This design comes from an exercise in tuning for small area and a short achievable clock period on the open sky130 flow, not from production work.
Function was checked by simulation only, so behaviour that the tests miss may differ from the original.

run A:
==> flow/design.v <==
module Interface (
	input clk,
	input rst,
	input [30*4-1:0] taps,   
	input [29:0] found,
	output reg ext_on,       
	output reg rotp,         
	output reg [4:0] which,
	output reg TX
);
localparam [2:0] IDLE = 3'd0, IDLEC = 3'd1, SELECT = 3'd2, SEND = 3'd3, RESET = 3'd4;
reg [2:0] state;
reg [3:0] i;
reg [2:0] fsm;
reg [3:0] bit_count;
reg [8:0] clk_count;
reg       upper;         
reg       last;          
wire load = (fsm == 3'd1);
integer k;
reg [4:0] hi;
always @(*) begin
	hi = 5'd0;
	for (k = 0; k < 30; k = k + 1)
		if (found[k]) hi = k;
end
reg [3:0] tcode;
always @(posedge clk) tcode <= taps[which*4 +: 4];
reg [3:0] tap;           
always @(*) begin
	case (tcode[3:2])
		2'b00: tap = (tcode[1:0] == 2'b00) ? 4'd8 : {2'b00, tcode[1:0]};
		2'b01: tap = {2'b01, tcode[1:0]};
		2'b10: tap = 4'd9;
		default: tap = tcode[1] ? 4'd10 : 4'd0;
	endcase
end
always @(posedge clk) begin
	if (rst) begin
		ext_on <= 1'b0;
		rotp <= 1'b0;
	end else begin
		ext_on <= ((state == SEND) & (i == 4'd9)) | (state == RESET);
		rotp <= load & (i >= 4'd2) & (i <= 4'd6);
	end
end
always @(posedge clk) begin
	if (rst) begin
		state <= IDLE;
	end else begin
		case (state)
			IDLE, IDLEC: begin
				if (found != 30'd0) begin
					state <= SELECT;
					which <= hi;
				end else
					state <= IDLE;
			end
			SELECT: begin
				state <= SEND;
				i <= 4'd0;
			end
			SEND: begin
				if (load) i <= i + 4'd1;
				if (i == 4'd8) i <= 4'd9;
				if (i == 4'd9) state <= RESET;
			end
			default: state <= IDLEC;
		endcase
	end
end
wire drl = (state == SEND) & (i != 4'd9);
always @(posedge clk)
	clk_count <= (fsm == 3'd3) ? 9'd432 : clk_count - 9'd1;
always @(posedge clk) begin
	if (rst) begin
		fsm <= 3'd0;
		TX <= 1'b1;
	end else begin
		case (fsm)
			3'd0: if (drl) fsm <= 3'd1;
			3'd1: begin
				fsm <= 3'd2;
				upper <= (i == 4'd0) | (i == 4'd7);
				last <= (i == 4'd7);
			end
			3'd2: begin
				fsm <= 3'd3;
				bit_count <= 4'd10;
			end
			3'd3: begin
				fsm <= 3'd4;
				bit_count <= bit_count - 4'd1;
				case (bit_count)
					4'd10: TX <= 1'b0;
					4'd9: TX <= upper ? ~last : tap[0];
					4'd8: TX <= upper | tap[1];
					4'd7: TX <= upper | tap[2];
					4'd6: TX <= upper | tap[3];
					4'd1: TX <= 1'b1;
					default: TX <= upper;
				endcase
			end
			3'd4: begin
				if (clk_count == 9'd0) fsm <= 3'd5;
			end
			3'd5: fsm <= (bit_count == 4'd0) ? 3'd0 : 3'd3;
			default: fsm <= 3'd0;
		endcase
	end
end
endmodule
module SearchModule #(parameter SEED = 1351) (
	input clk,
	input rst,
	input enan,            
	input ext,             
	input rot,             
	input boot,            
	input bootend,         
	input [10:0] sl,       
	output reg found,
	output reg found_o,    
	output [3:0] tap       
);
localparam [1:0] PW = 2'd0, PC = 2'd1, PR = 2'd2, PF = 2'd3;
localparam [10:0] S0 = 11'b10000000000;
localparam [10:0] INIT = 11'b10000000000;
reg [32:0] r;
reg [2:0]  b;       
reg [2:0]  m;       
reg [1:0]  ph;
reg [10:0] cnt;
reg [10:0] st;
reg [3:0]  c0, c1, c2, c3, c4, c5;
assign tap = c5;
wire shifting = (ph != PW);
wire fail2    = (ph == PF) & cnt[9];
wire resp     = fail2 | ext;
wire w_end    = (ph == PW) & (boot ? bootend : (cnt[0] & cnt[5]));
wire fin      = (ph == PC) & st[2];
wire [4:0] din = r[29:25] & {~(m[2] & (m[1] | m[0])), ~m[2], ~(m[2] | (m[1] & m[0])), ~(m[2] | m[1]), ~(m[2] | m[1] | m[0])};
wire inrange  = ~din[4] & (din[3:0] != 4'd0) & (din[3:0] <= 4'd10);
wire valid    = (b == 3'd7) & enan & (ph == PC) & ~st[3] & ~st[2] & inrange;
wire run      = (ph == PR) & ~found;
wire low0     = (cnt[9:0] == 10'd0);
wire stinit   = (st == INIT);
wire found_set = run & low0 & ~cnt[10];
wire fail_set  = run & stinit & ~low0;
function [3:0] tcode(input [3:0] p);
	tcode = {p[3] & (p[1] | p[0]), p[2] | (p[3] & p[1]), p[1:0]};
endfunction
function tapv(input [3:0] t, input [10:0] s);
	reg a, b;
	begin
		case (t[1:0]) 2'd0: a = s[8]; 2'd1: a = s[1]; 2'd2: a = s[2]; default: a = s[3]; endcase
		case (t[1:0]) 2'd0: b = s[4]; 2'd1: b = s[5]; 2'd2: b = s[6]; default: b = s[7]; endcase
		case (t[3:2]) 2'd0: tapv = a; 2'd1: tapv = b; 2'd2: tapv = s[9]; default: tapv = s[10] & t[1]; endcase
	end
endfunction
wire fb = st[0] ^ (tapv(c5, st) & tapv(c4, st)) ^ tapv(c3, st) ^ tapv(c2, st) ^ tapv(c1, st) ^ tapv(c0, st);
wire [3:0] dcode = tcode(din[3:0]);
wire cfb = cnt[0] ^ cnt[2] ^ (cnt[10:1] == 10'd0);
wire prfb = r[32] ^ r[22] ^ r[2] ^ r[1];
wire seedbit = |(sl & SEED[10:0]);
always @(posedge clk) begin
	r <= {boot ? seedbit : shifting ? prfb : r[0], r[32:1]};
	b <= {3{~rst}} & (b ^ {shifting & b[1] & b[0], shifting & b[0], shifting});
	if (shifting & (b == 3'd0))
		m <= 3'd0;
	else if (resp)
		m <= b;
	if (rst | fail2 | (found & ext)) begin
		ph <= PW;
		found <= 1'b0;
	end else begin
		if (w_end) ph <= PC;
		if (fin) ph <= PR;
		if (fail_set) ph <= PF;
		if (found_set) found <= 1'b1;
	end
	if (rst | (found_o & ext))
		found_o <= 1'b0;
	else if (found_set)
		found_o <= 1'b1;
	if (fail2 | (found & ext) | fin | fail_set)
		cnt <= S0;
	else
		cnt <= {cfb, cnt[10:1]};
	if ((ph == PW) | fin)
		st <= INIT;
	else if (valid | ((ph == PC) & st[3]))
		st <= {1'b0, st[10:1]};
	else if (run)
		st <= {fb, st[10:1]};
	if ((valid & ~st[4]) | rot) begin
		c0 <= (st[9] && dcode == c0) ? 4'b1100 : dcode;
		{c5, c4, c3, c2, c1} <= {c4, c3, c2, c1, c0};
	end
end
endmodule
module FPGA (
	input clk,
	input rst,
	input start,
	output wire TX,
	output reg found_smth,
	output wire startedmod,
	output wire [29:0] found_mods
);
reg start_S;
reg started;
reg started_o;     
reg [5:0] gcnt;      
wire boot = (gcnt != 6'd33);
wire bootend = (gcnt == 6'd32);
reg [10:0] sl;       
wire [30*4-1:0] taps;
wire [29:0] found;
wire [29:0] found_o;
wire ext_on, rotp;
wire [4:0] which;
wire [3:0] hi_dec = 4'b0001 << which[4:3];
wire [7:0] lo_dec = 8'b00000001 << which[2:0];
wire [3:0] xa = hi_dec & {4{ext_on}};
wire [3:0] ra = hi_dec & {4{rotp}};
wire enan = started | start_S;
assign startedmod = started_o;
assign found_mods = found_o;
Interface interfejs (
	.clk    (clk),
	.rst    (rst),
	.taps   (taps),
	.found  (found),
	.ext_on (ext_on),
	.rotp   (rotp),
	.which  (which),
	.TX     (TX)
);
genvar g;
generate
for (g = 0; g < 30; g = g + 1) begin: Trololo
	SearchModule #(.SEED(1351 + g)) szukacz (
		.clk     (clk),
		.rst     (rst),
		.enan    (enan),
		.ext     (xa[g / 8] & lo_dec[g % 8]),
		.rot     (ra[g / 8] & lo_dec[g % 8]),
		.boot    (boot),
		.bootend (bootend),
		.sl      (sl),
		.found   (found[g]),
		.found_o (found_o[g]),
		.tap     (taps[g*4 +: 4])
	);
end
endgenerate
always @(posedge clk) begin
	if (rst) begin
		found_smth <= 1'b0;
		start_S <= 1'b0;
		started <= 1'b0;
		started_o <= 1'b0;
		gcnt <= 6'd0;
		sl <= 11'd0;
	end else begin
		if (boot) gcnt <= gcnt + 6'd1;
		sl <= {sl[9:0], gcnt == 6'd0};
		if (!start) start_S <= 1'b1;
		if (start_S) started <= 1'b1;
		if (start_S) started_o <= 1'b1;
		found_smth <= (found != 30'd0);
	end
end
endmodule
Settings: LEC_CHECK=0, CAP_MARGIN=20, CORE_MARGIN=2, CORE_UTILIZATION=55, CTS_BUF_LIST=sky130_fd_sc_hd__clkbuf_16, CTS_CLUSTER_DIAMETER=120, CTS_CLUSTER_SIZE=28, PLACE_DENSITY=0.66, SETUP_SLACK_MARGIN=5, SLEW_MARGIN=20; clock period 8.0 ns.
standard.sh (not shown) runs the stock make flow with config.mk's settings and CLKGATE_MAP_FILE= SYNTH_SCRIPT=/design/flow/synth_recipe.tcl, a recipe that flattens the netlist after the stock synthesis.
==> flow/flow/run.sh <==
#!/bin/bash
set -e
bash standard.sh SETUP_SLACK_MARGIN=5.4 finish > standard.log 2>&1
Run A did not stop at any stage, and its layout met the timing, design-rule and antenna checks.
Here is what was changed in the inputs of run B compared with run A.
Settings: GPL_TIMING_DRIVEN now 0, previously not set.
==> flow/flow/run.sh <==
#!/bin/bash
set -e
bash standard.sh SETUP_SLACK_MARGIN=5.25 finish > standard.log 2>&1
## What came out
Result for run A and run B: all clean
Adder and majority gate portion of the synthesized area delta (run A -> run B): insignificant
Hold slack: run B worse than run A
The wire length after detailed routing of run B exceeds that of run A by about 7%.
> inputs changed (run B -> run C)
Settings: clearing GPL_TIMING_DRIVEN, which used to be 0; putting GPL_ROUTABILITY_DRIVEN at 0 where nothing was set.
[summary]
Going from run B to run C, non-clock buffer count decreased 363; post-detailed-routing wire length fell 20 mm. Buffer count from post-CTS setup fixing (run C over run B): decrease, 56. Run C -> run B: mux contribution to synthesized area flat. Relative to run B, instance area at placement decreased by about 1.9% in run C. As far as effective utilization at floorplan goes, run C and run B are indistinguishable; the numbers are identical.
### run C -> run D
Settings: a deleted GPL_ROUTABILITY_DRIVEN that had been 0.
==> flow/flow/run.sh <==
#!/bin/bash
set -e
bash standard.sh SETUP_SLACK_MARGIN=5.18 finish > standard.log 2>&1
[summary]
Run D vs run C on setup slack: run D is the lower one. Worst supply voltage drop on vdd delta (run D − run C): favourable. Between run C and run D, the difference in cell area after layout is negligible. Run D has layout clock buffer count below what run C had. When run D is set beside run C, its total wire length after detailed routing turns out to be 1.4 mm smaller. Run C and run D ended up with roughly the same number of cells in the design after placement. Cmp run C and run D / met3 global-route usage / lower: run C. Non-clock buffering overhead in the final layout delta (run D -> run C): insignificant.

-- afterwards: timing with drivers on the ports --
No port has a modelled driver above. Below, the same layouts with a new extraction and two added sets of constraints. Step 1 (the two cells are an assumption about what drives the block):
set clk [get_ports {clk}]
set_driving_cell -lib_cell sky130_fd_sc_hd__clkbuf_16 $clk
set_driving_cell -lib_cell sky130_fd_sc_hd__buf_2 [delete_from_list [all_inputs] $clk]
Step 2 also shifts input and output timing later by t, the mid clock arrival at the registers, as if the neighbouring blocks saw the same clock. a / b / c = ideal ports / drivers / drivers and shift; a / b = the first two.
run	t (ns)	setup WS [ns]	latest minus earliest clock arrival (ns)	slew at the worst register clock pin (ns)	cell pins on the clock port's net
run A	0.881	5.040 / 4.951 / 4.654	0.041 / 0.041	0.11 / 0.11	1
run B	0.877	4.949 / 4.854 / 4.431	0.054 / 0.053	0.12 / 0.12	1
run C	0.867	5.063 / 4.980 / 4.547	0.045 / 0.045	0.12 / 0.12	1
run D	0.881	5.037 / 4.951 / 4.472	0.048 / 0.047	0.12 / 0.12	1
After both steps every run listed still meets setup and hold. For run D, which loses most, drivers alone change the setup slack by -0.086 ns; drivers and shift together by -0.565 ns.
